Context: an optimization exercise on an open-source flow, tuned for a short achievable clock period and few clock cycles. The choices shown serve that exercise and are no tape-out recipe.
Function was checked by simulation only, so behaviour that the tests miss may differ from the original.

==> run a: inputs <==
==> flow/design.v (excerpt) <==
module mp3_datapath
(
	input clk,
	input rst,
	input logic [31:0] data_mem_rdata,
	input logic [31:0] instr_mem_rdata,
	input cache_hit,
	output logic [31:0] instr_mem_addr,
	output logic [31:0] data_mem_addr,
	output logic [3:0] data_mem_byte_en,
	output logic [31:0] data_mem_wdata,
	output logic data_mem_read,
	output logic data_mem_write
);
localparam int BI = 5;               
localparam int NB = 1 << BI;         
localparam int TL = BI + 2;          
localparam int TH = 10;              
localparam int TW = TH - TL + 1;
localparam logic [6:0] OP_LUI   = 7'b0110111;
localparam logic [6:0] OP_AUIPC = 7'b0010111;
localparam logic [6:0] OP_JAL   = 7'b1101111;
localparam logic [6:0] OP_JALR  = 7'b1100111;
localparam logic [6:0] OP_BR    = 7'b1100011;
localparam logic [6:0] OP_LOAD  = 7'b0000011;
localparam logic [6:0] OP_STORE = 7'b0100011;
localparam logic [6:0] OP_IMM   = 7'b0010011;
localparam logic [6:0] OP_REG   = 7'b0110011;
logic [31:0] pc_f;
logic          btb_v   [NB];
logic [1:0]    btb_ctr [NB];
logic [TW-1:0] btb_tag [NB];
logic [15:2]   btb_tgt [NB];    
logic          btb_ret [NB];
logic [31:0]   ras;
logic        f2_v;
logic [31:0] f2_pc, f2_pn;
logic        f2_hit, f2_tk;
logic [1:0]  f2_ctr;
logic        use_ibuf;
logic [31:0] ibuf;
logic        d_v;
logic [31:0] d_ir, d_pc, d_pn;
logic        d_hit, d_tk;
logic [1:0]  d_ctr;
logic        e_v;
logic [4:0]  e_rd;
logic        e_wr, e_load, e_store, e_br, e_jal, e_jalr, e_pre_sel, e_sub, e_sra;
logic [2:0]  e_f3;
logic [31:0] e_a, e_b, e_sd, e_pre, e_pc, e_pc4, e_tgt, e_pn;
logic [2:0]  e_fa, e_fb, e_fs;
logic [8:0]  e_sel9;        
logic [8:0]  e_sela, e_sels;  
logic [8:0]  e_rs;          
logic [8:0]  e_rsa, e_rss;   
logic        e_eq_tgt, e_eq_pc4;
logic        e_hit, e_ret;
logic [1:0]  e_ctr;
logic        m_v, m_wr, m_load;
logic [4:0]  m_rd;
logic [31:0] m_res;
logic [2:0]  m_f3;
logic        w_v, w_wr, w_load;
logic [4:0]  w_rd;
logic [31:0] w_res;
logic [2:0]  w_f3;
logic [1:0]  w_a;
logic        w2_we;
logic [4:0]  w2_rd;
logic [31:0] w2_res;
logic          u_we, u_tgt_we, u_valid, u_ret, u_jalr;
logic [BI-1:0] u_idx;
logic [TW-1:0] u_tag;
logic [15:2]   u_tgt;
logic [1:0]    u_ctr;
logic [31:0] rf [32];
logic [BI-1:0] f_idx;
logic          f_hit, f_taken;
  ...
Settings: LEC_CHECK=0, ABC_CLOCK_PERIOD_IN_PS=1500, CAP_MARGIN=20, CORE_MARGIN=2, CORE_UTILIZATION=35, SLEW_MARGIN=20; clock period 15.0 ns.
standard.sh (not shown) runs the stock make flow with config.mk's settings and CLKGATE_MAP_FILE= SYNTH_SCRIPT=/design/flow/synth_recipe.tcl, a recipe that flattens the netlist after the stock synthesis.
==> flow/flow/run.sh <==
#!/bin/bash
# Standard ORFS layout; repair_timing aims for setup slack well beyond the
# clock period's needs so the achieved period is pushed down.
set -euo pipefail
bash standard.sh SETUP_SLACK_MARGIN=11 finish > flow_make.log 2>&1
==> run b: changes against run a <==
--- a/flow/design.v
+++ b/flow/design.v
@@ -999,17 +999,16 @@
 logic [4:0]  e_rd;
 logic        e_wr, e_load, e_store, e_br, e_jal, e_jalr, e_pre_sel, e_sub, e_sra;
 logic [2:0]  e_f3;
 logic [31:0] e_a, e_b, e_sd, e_pre, e_pc, e_pc4, e_tgt, e_pn;
 logic [2:0]  e_fa, e_fb, e_fs;
 logic [8:0]  e_sel9;        
 logic [8:0]  e_sela, e_sels;  
 logic [8:0]  e_rs;          
-logic [8:0]  e_rsa, e_rss;   
 logic        e_eq_tgt, e_eq_pc4;
 logic        e_hit, e_ret;
 logic [1:0]  e_ctr;
 logic        m_v, m_wr, m_load;
 logic [4:0]  m_rd;
 logic [31:0] m_res;
 logic [2:0]  m_f3;
 logic        w_v, w_wr, w_load;
@@ -1145,79 +1144,46 @@
 logic [31:0] x_wdata;
 logic [3:0]  x_be;
 function automatic logic [31:0] fwd(input logic [31:0] r, input logic [2:0] s);
 	fwd = ({32{s[0]}} & m_res) | ({32{s[1]}} & w2_res) | ({32{s[2]}} & r);
 endfunction
 assign x_a  = fwd(e_a, e_fa);
 assign x_b  = fwd(e_b, e_fb);
 assign x_sd = fwd(e_sd, e_fs);
-function automatic logic [31:0] ks_sum(input logic [31:0] a, input logic [31:0] b, input logic cin);
-	logic [31:0] p, g, gg, pp;
-	p = a ^ b;
-	g = a & b;
-	gg = g;
-	pp = p;
-	gg[0] = g[0] | (p[0] & cin);
-	for (int k = 0; k < 5; k++)
-		for (int i = 31; i >= (1 << k); i--) begin
-			gg[i] = gg[i] | (pp[i] & gg[i - (1 << k)]);
-			pp[i] = pp[i] & pp[i - (1 << k)];
-		end
-	ks_sum = p ^ {gg[30:0], cin};
-endfunction
-function automatic logic ks_geu(input logic [31:0] a, input logic [31:0] b);
-	logic [31:0] p, g, gg, pp;
-	p = ~(a ^ b);
-	g = a & ~b;
-	gg = g;
-	pp = p;
-	gg[0] = g[0] | p[0];
-	for (int k = 0; k < 5; k++)
-		for (int i = 31; i >= (1 << k); i--) begin
-			gg[i] = gg[i] | (pp[i] & gg[i - (1 << k)]);
-			pp[i] = pp[i] & pp[i - (1 << k)];
-		end
-	ks_geu = gg[31];
-endfunction
 logic [2:0][31:0] src_a, src_b;
 logic [8:0][31:0] suma9, sums9;
 logic [8:0]       eq9, lt9, ltu9;
 assign src_a[0] = m_res;
 assign src_a[1] = w2_res;
 assign src_a[2] = e_a;
 assign src_b[0] = m_res;
 assign src_b[1] = w2_res;
 assign src_b[2] = e_b;
 always_comb begin
 	for (int i = 0; i < 3; i++)
 		for (int j = 0; j < 3; j++) begin
-			suma9[3*i+j] = ks_sum(src_a[i], src_b[j], 1'b0);
-			sums9[3*i+j] = ks_sum(src_a[i], ~src_b[j], 1'b1);
+			suma9[3*i+j] = src_a[i] + src_b[j];
+			sums9[3*i+j] = src_a[i] - src_b[j];
 			eq9[3*i+j]  = src_a[i] == src_b[j];
-			ltu9[3*i+j] = ~ks_geu(src_a[i], src_b[j]);
-			lt9[3*i+j]  = ltu9[3*i+j] ^ src_a[i][31] ^ src_b[j][31];
+			lt9[3*i+j]  = $signed(src_a[i]) < $signed(src_b[j]);
+			ltu9[3*i+j] = src_a[i] < src_b[j];
 		end
 	x_sum = 32'd0;
 	for (int k = 0; k < 9; k++) x_sum = x_sum | ({32{e_sela[k]}} & suma9[k]) | ({32{e_sels[k]}} & sums9[k]);
 	x_eq  = |(e_sel9 & eq9);
 	x_lt  = |(e_sel9 & lt9);
 	x_ltu = |(e_sel9 & ltu9);
 end
 assign x_sll = x_a << x_b[4:0];
 logic [31:0] x_sra, x_srl;
 assign x_sra = $signed(x_a) >>> x_b[4:0];
 assign x_srl = x_a >> x_b[4:0];
 assign x_sr  = e_sra ? x_sra : x_srl;
-logic [31:0] x_addres;
-always_comb begin
-	x_addres = 32'd0;
-	for (int k = 0; k < 9; k++) x_addres = x_addres | ({32{e_rsa[k]}} & suma9[k]) | ({32{e_rss[k]}} & sums9[k]);
-end
-assign x_res = x_addres |
+assign x_res = ({32{e_rs[0]}} & x_sum) |
                ({32{e_rs[1]}} & x_sll) |
                ({32{e_rs[2]}} & {31'd0, x_lt}) |
                ({32{e_rs[3]}} & {31'd0, x_ltu}) |
                ({32{e_rs[4]}} & (x_a ^ x_b)) |
                ({32{e_rs[5]}} & x_sr) |
                ({32{e_rs[6]}} & (x_a | x_b)) |
                ({32{e_rs[7]}} & (x_a & x_b)) |
                ({32{e_rs[8]}} & e_pre);
@@ -1330,17 +1296,17 @@
 		data_mem_addr    <= x_sum;
 		data_mem_wdata   <= x_wdata;
 		data_mem_byte_en <= x_be;
 	end
 end
 always_ff @(posedge clk) begin
 	if (cache_hit) begin
 		if (stall && f2_v && !use_ibuf) ibuf <= instr_mem_rdata;
-		if (d_v && (d_jal || d_jalr) && d_rdf != 5'd0) ras <= d_pc4;
+		if (d_v && !stall && (d_jal || d_jalr) && d_rdf != 5'd0) ras <= d_pc4;
 		if (!stall) begin
 			f2_pc  <= pc_f;
 			f2_pn  <= f_pn;
 			f2_hit <= f_hit;
 			f2_tk  <= f_taken;
 			f2_ctr <= f_ctr;
 			d_ir  <= f2_ins;
 			d_pc  <= f2_pc;
@@ -1365,18 +1331,16 @@
 		e_sd      <= d_r2;
 		e_fa      <= d_fa;
 		e_fb      <= d_fbx;
 		for (int i = 0; i < 3; i++)
 			for (int j = 0; j < 3; j++) begin
 				e_sel9[3*i+j] <= d_fa[i] & d_fbx[j];
 				e_sela[3*i+j] <= d_fa[i] & d_fbx[j] & ~d_sub;
 				e_sels[3*i+j] <= d_fa[i] & d_fbx[j] & d_sub;
-				e_rsa[3*i+j]  <= d_fa[i] & d_fbx[j] & ~d_sub & d_rs[0];
-				e_rss[3*i+j]  <= d_fa[i] & d_fbx[j] & d_sub & d_rs[0];
 			end
 		e_rs      <= d_rs;
 		e_fs      <= d_fb;
 		e_pre     <= d_pre;
 		e_pc      <= d_pc;
 		e_pc4     <= d_pc4;
 		e_tgt     <= d_tgt;
 		e_pn      <= d_pn2;
Settings changed: ABC_CLOCK_PERIOD_IN_PS 1500 to 4000.
==> results.py <==
metrics = {
    "power_and_ir_drop": {
        "areal_power_density_over_the_cells_mw_per_mm2": 132,
        "pwr.group.combinational_mw": 8.14,
    },
    "yosys": {
        "ys_seq_elements": 2564,
    },
    "global_route": {
        "grt_pass1_wl_mm": 852,
    },
    "die": {
        "initial_core_util": 0.351,
        "fp.coreArea_sq_mm": 0.416,
    },
    "run_status": {
        "status": "timing/DRC/antenna clean",
    },
    "route": {
        "route.detailed.vias_per_inst": 6.28,
    },
}
(the above is from run b)
==> results.py <==
metrics = {
    "die": {
        "initial_core_util": 0.351,
        "fp.coreArea_sq_mm": 0.430,
    },
    "global_route": {
        "grt_pass1_wl_mm": 948,
    },
    "yosys": {
        "ys_seq_elements": 2579,
    },
    "power_and_ir_drop": {
        "part_of_the_power_in_registers": 0.393,
        "areal_power_density_over_the_cells_mw_per_mm2": 114,
    },
    "timing": {
        "fin_setup_tns_ps": 0,
    },
    "route": {
        "route.detailed.vias_per_inst": 6.45,
    },
    "run_status": {
        "status": "timing/DRC/antenna clean",
    },
}
(the above is from run a)
Testbench counts of run a, summed over its fixed seeds: cycles 66,023.
Testbench counts of run b, summed over its fixed seeds: cycles 66,023.

[separate check: timing with driven ports]
No port has a modelled driver above. Below, the same layouts with a new extraction and two added sets of constraints. Step 1 assumes that a clkbuf_16 drives the clock port and a buf_2 every other input. Step 2 times the ports against the registers' clock, not the clock port: input delays grow and output delays shrink by t, the midpoint of the rising clock arrivals with the driver on. Three values: no drivers, after step 1, after step 2; two values: the first two.
| run | t, ns | setup slack, ns | hold slack, ns | worst setup path at the end | cell pins on the clock port's net |
|---|---|---|---|---|---|
| run a | 1.033 | 9.881 / 9.881 / 9.631 | 0.410 / 0.410 / 0.410 | input to register | 1 |
| run b | 1.041 | 10.169 / 10.169 / 9.836 | 0.373 / 0.373 / 0.373 | input to register | 1 |
After both steps every run listed still meets setup and hold. The setup slack of run b, which loses most, moves by 0.000 ns with the drivers and by -0.333 ns with both steps.
